Background: an optimization exercise with open tools, aiming at small area, a short achievable clock period and few clock cycles. Do not read the settings as production practice.
Only simulation tests tie the RTL to the original design; equivalence was not proved.

==> flow/design.v, too long to show whole: its modules and the start of the top module <==
// module mult: 2289 lines
// module mult_fa: 4 lines
// module mult_fa1: 4 lines
// module mult_ha: 4 lines
module mult #(parameter XLEN = 32, parameter NUM_STAGE = 4)
(
    input clock, reset,
    input start,
    input [1:0] sign,
    input [XLEN-1:0] mcand, mplier,
    output [(2*XLEN)-1:0] product,
    output logic done
);
  // ...
==> flow/flow/run.sh <==
#!/bin/bash
set -euo pipefail
bash standard.sh SETUP_SLACK_MARGIN=6.75 "BUFFER_PORTS_ARGS=-buffer_cell sky130_fd_sc_hd__buf_2" finish > flow_make.log 2>&1
==> flow/standard.sh <==
#!/bin/bash
# synth_recipe.tcl (not shown) runs the flow's synth.tcl, then flattens the netlist and writes it again
# the make line also repeats each setting of config.mk as NAME=value (left out here)
make -C /OpenROAD-flow-scripts/flow DESIGN_CONFIG=/design/flow/config.mk WORK_HOME=/design/flow/orfs CLKGATE_MAP_FILE= SYNTH_SCRIPT=/design/flow/synth_recipe.tcl "${@:-finish}"
==> flow/config.mk <==
export PLATFORM = sky130hd
export DESIGN_NAME = mult
export DESIGN_NICKNAME = mult
export VERILOG_FILES = /design/flow/design.v
export SDC_FILE = /design/flow/constraint.sdc
export NUM_CORES = 4
export LEC_CHECK = 0
export ABC_AREA = 1
export CAP_MARGIN = 20
export CORE_MARGIN = 2
export CORE_UTILIZATION = 40
export CTS_CLUSTER_DIAMETER = 100
export CTS_CLUSTER_SIZE = 20
export PLACE_DENSITY = 0.6
export SLEW_MARGIN = 20
export SYNTH_HIERARCHICAL = 1
==> flow/constraint.sdc <==
create_clock -name core_clock -period 10.0 [get_ports {clock}]
set_input_delay 2.0000 -clock core_clock [delete_from_list [all_inputs] [get_ports {clock}]]
set_output_delay 2.0000 -clock core_clock [all_outputs]
set_load 0.01 [all_outputs]
==> flow_summary.toml, run 1 <==
[run_status]
outcome = "timing/DRC/antenna clean"

[critical_path]
crit_path_cell_trace = "fa_1 -> fa_1 -> ha_1 -> nand2_2 -> nor2_2 -> nand2_1 -> inv_4 -> nand2_2 -> nor2_2 -> nand2_2 -> nand3_4 -> fa_2"
worst-path-stages = 12
crit_family = "adder cells"
max_stage_delay_ps = 520

[drt]
vias = 23894
viasPerCell = 5.751
met3_length_mm = 13.40
route.met2.wl_mm = 46.53

[timing]
rsz0062_at_grt = "yes"
min_period_ps = 3272
fin_setup_tns_ps = 0
fmax_mhz = 305.7
layout_setup_ws_ps = 6728

[grt]
grt_use_met1 = 0.3319
grt_start_max_net_pins = 36
antenna_found_initial = 2

[clock_tree]
cts_resized = 122
clk_pin_slew_ps = 80
ctsHoldBuffers = 0
cts_buffers = 26

[placement]
gp_congestion = 0.9309

[synthesis]
synth_mux_area_frac = 0
synth_top_family_by_area = "adder cells"
synth.most_common_cell = "xor2_1"
synth_cell_types = 30
synth_edf_count = 0
syn_area_per_cell_sq_um = 10.04
synth_xor_area_frac = 0.1723

[min_path]
worst_hold_path_type = "flop to flop"

[final_layout]
inv_count = 250
largest_register_ffs = 203
buf_share = 0.05759
largestClassByArea = "multi-input combinational cells"

[floorplanning]
rows = 103
start_util = 0.4023

[pwr]
Testbench counts, summed over its fixed seeds: cycles 7,056.
==> inputs of run 2 (changes only) <==
==> flow/flow/run.sh (replaced) <==
#!/bin/bash
set -euo pipefail
bash standard.sh SETUP_SLACK_MARGIN=6.75 "BUFFER_PORTS_ARGS=-buffer_cell sky130_fd_sc_hd__buf_1" finish > flow_make.log 2>&1
--- a/flow/config.mk
+++ b/flow/config.mk
@@ -14,3 +14,4 @@
 export PLACE_DENSITY = 0.6
 export SLEW_MARGIN = 20
 export SYNTH_HIERARCHICAL = 1
+export TNS_END_PERCENT = 5
==> run 2 against run 1 <==
  * Register-to-register slack worse by 90 ps
  * Hold slack hardly changed
  * Via count is 1.5% lower
  * Still clean
  * First-iteration DRC count is 3.6% lower
  * Synthesized cell count stayed put
  * Die area stayed put
  * Utilization is 0.92 points lower
  * Clock skew is 2.4 ps lower
  * Largest cell class unchanged
  * Clock-buffer cell count is 2 higher
  * Global-route usage is 0.17 points higher
==> flow_summary.toml, run 2 <==
[drt]
dr.max_layer_used = "met5"
totalWireLength_mm = 107.2
drc = 0
viasPerCell = 5.690
drtIter0Drc = 2610
route.met2.wl_mm = 46.04
wirelength_met1_mm = 42.25
first_pass_iters = 6
wl_per_cell_microns = 25.91
vias = 23533
met3_length_mm = 13.76
ant_nets = 0

[synthesis]
synth.top_cell.area_share = 0.3147
ys_seq_area_frac = 0.2231
synth_area_leader_cell = "fa_1"
synth_cell_types = 30
ys_top_cells_by_area = "fa_1 31%, dfxtp_1 22%, xor2_1 16%"
syn_area_per_cell_sq_um = 10.04
syn-num-nets = 3837
synth.most_common_cell = "xor2_1"
netlist_top_cells_count = "584 x xor2_1, 512 x o22ai_1, 498 x fa_1"
ys_ff_latch = 353
netlist_area_sq_mm = 0.03168
synth_edf_count = 0
synthesis.yosys.warnings = 7
syn_inst = 3154
async_reset_ff_frac = 0
synth_ff_type = "dfxtp_1"

[critical_path]
reg2reg_depth = 7
cpMostUsedCell = "fa_1"
crit_family = "adder cells"
worstSetupEndpointType = "flop"
slowest_stage = "fa_1"
crit_fanout = 33
rrSetupSlack_ps = 6630
crit_path_cell_trace = "buf_4 -> o22ai_1 -> xor2_1 -> fa_1 -> fa_1 -> fa_1 -> fa_1"
cp_num_buf_inv = 1
cp-start-kind = "flop"
r2r_end = "t4[110]"
critical_path_class = "flop to flop"
reg2reg_from = "nar[7]"
worstPathRequired_ps = 10480
max_stage_delay_ps = 740
cp.arrival_ps = 3840

[floorplanning]
rows = 103
start_util = 0.4023
fp.dieArea_sq_mm = 0.08146
num_io_pins = 134
dieWidth_microns = 285.4
die_y_microns = 285.4
core-area_sq_mm = 0.07874

[timing]
min_period_ps = 3366
hold_viol = 0
worstMarginPinSlew_ps = 772.6
layout_setup_ws_ps = 6634
final-setup-viol-count = 0
fin_skew_ps = 23.52
finalCritPeriodShare = 0.3366
fmax_mhz = 297.1
fin_setup_tns_ps = 0
timing.final.max_slew_violations = 0
max_slew_margin = 0.4850
rsz0062_at_grt = "yes"

[placement]
numPortBuffers = 133
dp_hpwl_mm = 68.90
place_ws_ps = 6379
gp_congestion = 0.9464

[final_layout]
final_nets = 3759
multi_input_area_sq_mm = 0.02298
antenna_cells = 0
largest_register_ffs = 203
drive_above_1_share = 0.1180
final_cell_mix = "582 x xor2_1, 512 x o22ai_1, 482 x fa_1, 313 x dfxtp_1, 235 x inv_1"
regMostFlops = "t4"
area_delta_synth_final_pct = 9.776
final_common_cell = "xor2_1"
postLayoutCoreUtil = 0.4416
reg_top3 = "t4 x203, p x64, nar x33"
ff_latch_area_sq_mm = 0.007159
fillers = 7314

[run_status]
outcome = "timing/DRC/antenna clean"

[clock_tree]
cts.htree.levels = 1
cts_buffers = 27
root_buffer = "clkbuf_16"
clockBufferDepth = 3
clk_latency_ps = 610
ctsHoldBuffers = 0
cts_tree = "built"
clock-sinks = 353
clk_pin_slew_ps = 90

[min_path]
worst_hold_path_type = "flop to flop"
hold_start = "vld[0]"
hold_depth = 2
min_to = "vld[1]"

[grt]
overflow = 0
antenna_found_initial = 1
grt_pass1_vias = 24551
grt_usage = 0.2568
grt_pass1_wl_mm = 157.7
grt_start_max_net_pins = 36

[run]
maxCapViolations = 0
## run 2: timing repair
| item | 4_1_cts | 5_1_grt |
|---|---|---|
| buffers inserted | 8 | 16 |
| resized for setup | 86 | 148 |
| pin swaps | 7 | 52 |
| endpoints found under the setup margin | 113 | 82 |
## run 2: per-stage QoR
| stage | instance area, sq um | instances | hold WS, ps |
|---|---|---|---|
| 2_1_floorplan | 31680 | 3154 | 325.8 |
| 3_3_place_gp | 32580 | 4073 | 393.5 |
| 3_5_place_dp | 32580 | 4073 | 396.1 |
| 4_1_cts | 33960 | 4120 | 408.3 |
| 5_1_grt | 34770 | 4136 | 423.6 |
| 6_report | 34770 | 4136 | 403.2 |
## run 2: tightest hold or removal path: stages (launching register included)
cell	delay (ps)
dfxtp_1	300
inv_1	40
nor2_1	30
## run 2: layout make-up
cell class | instances | area share
Inverter | 250 | 0.02706
Multi-Input combinational cell | 2221 | 0.6610
Clock buffer | 30 | 0.02033
Clock inverter | 9 | 0.004174
Sequential cell | 353 | 0.2059
Tap cell | 1050 | 0.03778
Timing Repair Buffer | 223 | 0.04379
## run 2: modules after synthesis (local to each module, per instance)
| module | cells | area, sq um | flip-flops and latches | copies in the design |
|---|---|---|---|---|
| mult_fa1 | 5 | 27.53 | 0 | 16 |
| mult_fa | 1 | 20.02 | 0 | 472 |
| mult_ha | 1 | 12.51 | 0 | 39 |
| mult | 2563 | 21300 | 353 | 1 |
## run 2: layer usage
layer / global-route usage / vias up
met1: 0.3349 / 11623
met4: 0.09935 / 4
met5: 0.008140 / -
met3: 0.09264 / 336
li1: - / 10045
met2: 0.3880 / 1525
## run 2: worst max-delay path by stage
| stage | depth (start not counted) | end | from |
|---|---|---|---|
| final | 7 | t4[110] | nar[7] |
| after global routing | 14 | p[58] | t4[76] |
| after CTS | 14 | p[49] | t4[88] |
| after detailed placement | 14 | p[51] | t4[96] |
| after global placement | 12 | p[50] | t4[96] |
| after floorplan | 8 | t4[123] | nar[21] |
## run 2: logic make-up after synthesis
family,Yosys count,synth area share
compound gates,580,0.1131
xor+xnor,623,0.1723
fa+ha+maj,614,0.3606
buf+inv,580,0.07529
flops,353,0.2231
simple gates,404,0.05566
==> inputs of run 3 (changes only) <==
--- a/flow/config.mk
+++ b/flow/config.mk
@@ -14,4 +14,3 @@
 export PLACE_DENSITY = 0.6
 export SLEW_MARGIN = 20
 export SYNTH_HIERARCHICAL = 1
-export TNS_END_PERCENT = 5
==> run 3 against run 2 <==
  * Wire length grew 1.7%
  * Utilization is 0.62 points higher
  * Critical path type unchanged
==> flow_summary.toml, run 3 <==
[run_status]
outcome = "timing/DRC/antenna clean"

[final_layout]
final_common_cell = "xor2_1"
reg_top3 = "t4 x203, p x64, nar x33"
final_nets = 3771
largest_register_ffs = 203
final_area_sq_mm = 0.03526
final_cell_mix = "582 x xor2_1, 511 x o22ai_1, 471 x fa_1, 312 x dfxtp_1, 230 x inv_1"
postLayoutCoreUtil = 0.4478
antenna_cells = 0
drive_above_1_share = 0.1340
area_delta_synth_final_pct = 11.31
fin_cells = 4148
regMostFlops = "t4"

[drt]
ant_nets = 0
drtIter0Drc = 2803
vias = 23883
viasPerCell = 5.758
wl_per_cell_microns = 26.28
drc = 0
first_pass_iters = 7
totalWireLength_mm = 109.0

[critical_path]
max_stage_delay_ps = 550
critical_path_class = "flop to flop"
worst-path-stages = 12
r2r_end = "p[56]"
worstSetupEndpointType = "flop"
crit_family = "adder cells"
cp.arrival_ps = 3760
cp-startpoint = "t4[72]"
worstPathRequired_ps = 10490
critPathCapture = "p[56]"
slowest_stage = "fa_1"
reg2reg_from = "t4[72]"
reg2reg_depth = 12
rrSetupSlack_ps = 6730
cp_num_buf_inv = 0
crit_path_cell_trace = "fa_1 -> fa_1 -> ha_2 -> nand2_4 -> nor2_4 -> nand2_1 -> nor2_1 -> nand2_1 -> nand3_4 -> nand2_4 -> nand3_4 -> fa_2"
crit_fanout = 4
cp-start-kind = "flop"

[synthesis]
ys_seq_area_frac = 0.2231
syn_area_per_cell_sq_um = 10.04
synth_cell_types = 30
syn_inst = 3154
ys_ff_latch = 353
synth_edf_count = 0
netlist_area_sq_mm = 0.03168
synth.top_cell.area_share = 0.3147
async_reset_ff_frac = 0
synth.most_common_cell = "xor2_1"
ys_top_cells_by_area = "fa_1 31%, dfxtp_1 22%, xor2_1 16%"
synth_ff_type = "dfxtp_1"
synth_area_leader_cell = "fa_1"
synthesis.yosys.warnings = 7
syn-num-nets = 3837
netlist_top_cells_count = "584 x xor2_1, 512 x o22ai_1, 498 x fa_1"

[grt]
grt_start_max_net_pins = 36
grt_use_met1 = 0.3336
grt_usage = 0.2573
grt_pass1_vias = 24589
grtUsageMet3 = 0.09408
busiest_layer = "met2"
overflow = 0
antenna_found_initial = 1
met2_usage = 0.3905
grt_pass1_wl_mm = 158.1

[floorplanning]
rows = 103
start_util = 0.4023
num_io_pins = 134
dieWidth_microns = 285.4
core-area_sq_mm = 0.07874
die_y_microns = 285.4
fp.dieArea_sq_mm = 0.08146

[placement]
place_area_sq_mm = 0.03258
dpl.cell_count = 4073
numPortBuffers = 133
gp_congestion = 0.9464
dp_hpwl_mm = 68.90

[timing]
fin_setup_tns_ps = 0
max_slew_margin = 0.5317
hold_viol = 0
worstMarginPinSlew_ps = 702.4
fmax_mhz = 305.7
min_period_ps = 3271
final-setup-viol-count = 0
timing.final.max_slew_violations = 0
rsz0062_at_grt = "yes"
fin_skew_ps = 23.29
finalCritPeriodShare = 0.3271

[min_path]
hold_start = "vld[0]"
worst_hold_path_type = "flop to flop"

[clock_tree]
cts.htree.levels = 1
cts_buffers = 27
cts_tree = "built"
clockBufferDepth = 3
clk_pin_slew_ps = 80
clock-sinks = 353
clk_latency_ps = 610
root_buffer = "clkbuf_16"
ctsHoldBuffers = 0

[run]
maxCapViolations = 0
-- run 3: changes by cell type in the layout (fill, tap and decap cells not counted), moves of 7 or more --
cell,change
fa_1,-11
nand2_2,+7
fa_2,+11
nand2_1,-11
-- run 3: layout make-up --
type,count,area [sq um]
Clock buffer,30,706.9
Fill cell,7242,43480
Multi-Input combinational cell,2221,23160
Inverter,250,940.9
Tap cell,1050,1314
Timing Repair Buffer,235,1827
Clock inverter,9,145.1
Sequential cell,353,7161
-- run 3: what timing repair did --
item	4_1_cts	5_1_grt
endpoints found under the setup margin	113	73
resized for setup	113	209
setup buffers	8	27
pin swaps	8	71
gates cloned	0	1
-- run 3: tightest hold or removal path: stages, from the launching register on --
cell,delay [ps]
dfxtp_1,300
inv_1,40
nor2_1,30
-- run 3: worst min-delay path by stage --
stage	to	depth (start not counted)
detailed placement	vld[2]	2
CTS	vld[1]	2
finish	vld[1]	2
floorplan	t4[1]	0
global placement	vld[2]	2
global route	vld[1]	2
-- run 3: cells by family after synthesis --
kind of cell / Yosys count / synth area share
simple gates: 404 / 0.05566
compound gates: 580 / 0.1131
xor+xnor: 623 / 0.1723
buf+inv: 580 / 0.07529
fa+ha+maj: 614 / 0.3606
flops: 353 / 0.2231
-- run 3: through the flow --
step | worst slack [ps] | hold WS [ps]
finish | 6729 | 403.3
global route | 6639 | 423.6
CTS | 6683 | 408.3
detailed placement | 6379 | 396.1
global placement | 6363 | 393.5
floorplan | 6936 | 325.8
-- run 3: Yosys stat by module (local to each module, per instance) --
| module | flops+latches | cell area [sq um] | cells | copies in the design |
|---|---|---|---|---|
| mult_fa | 0 | 20.02 | 1 | 472 |
| mult_fa1 | 0 | 27.53 | 5 | 16 |
| mult_ha | 0 | 12.51 | 1 | 39 |
| mult | 353 | 21300 | 2563 | 1 |
-- run 3: routing by layer --
layer / share of wire / up-vias / wire length, microns
met4: 0.046 / 4 / 4962
met5: 0.00094 / - / 103
met3: 0.13 / 367 / 14550
met1: 0.39 / 11739 / 42150
li1: - / 10082 / -
met2: 0.43 / 1691 / 47240

-- separate check: timing with driven ports --
No port has a modelled driver above. Below, the same layouts with a new extraction and two added sets of constraints. Step 1, drivers: a clkbuf_16 drives clock and a buf_2 each remaining input, both assumed. Step 2 adds t to the input delays and takes it off the output delays; t is the mean of the earliest and latest rising clock arrival at the registers after step 1. Input paths then give back, and output paths get back, about the clock's delay inside the block. a / b / c = ideal / step 1 / step 2; a / b = the first two.
run	shift t [ns]	slack for setup (ns)	worst slew at a driven data input, ns
run 1	0.665	6.728 / 6.728 / 6.728	0.07
run 2	0.663	6.634 / 6.634 / 6.634	0.07
run 3	0.666	6.729 / 6.729 / 6.729	0.07
After both steps every run listed still meets setup and hold.
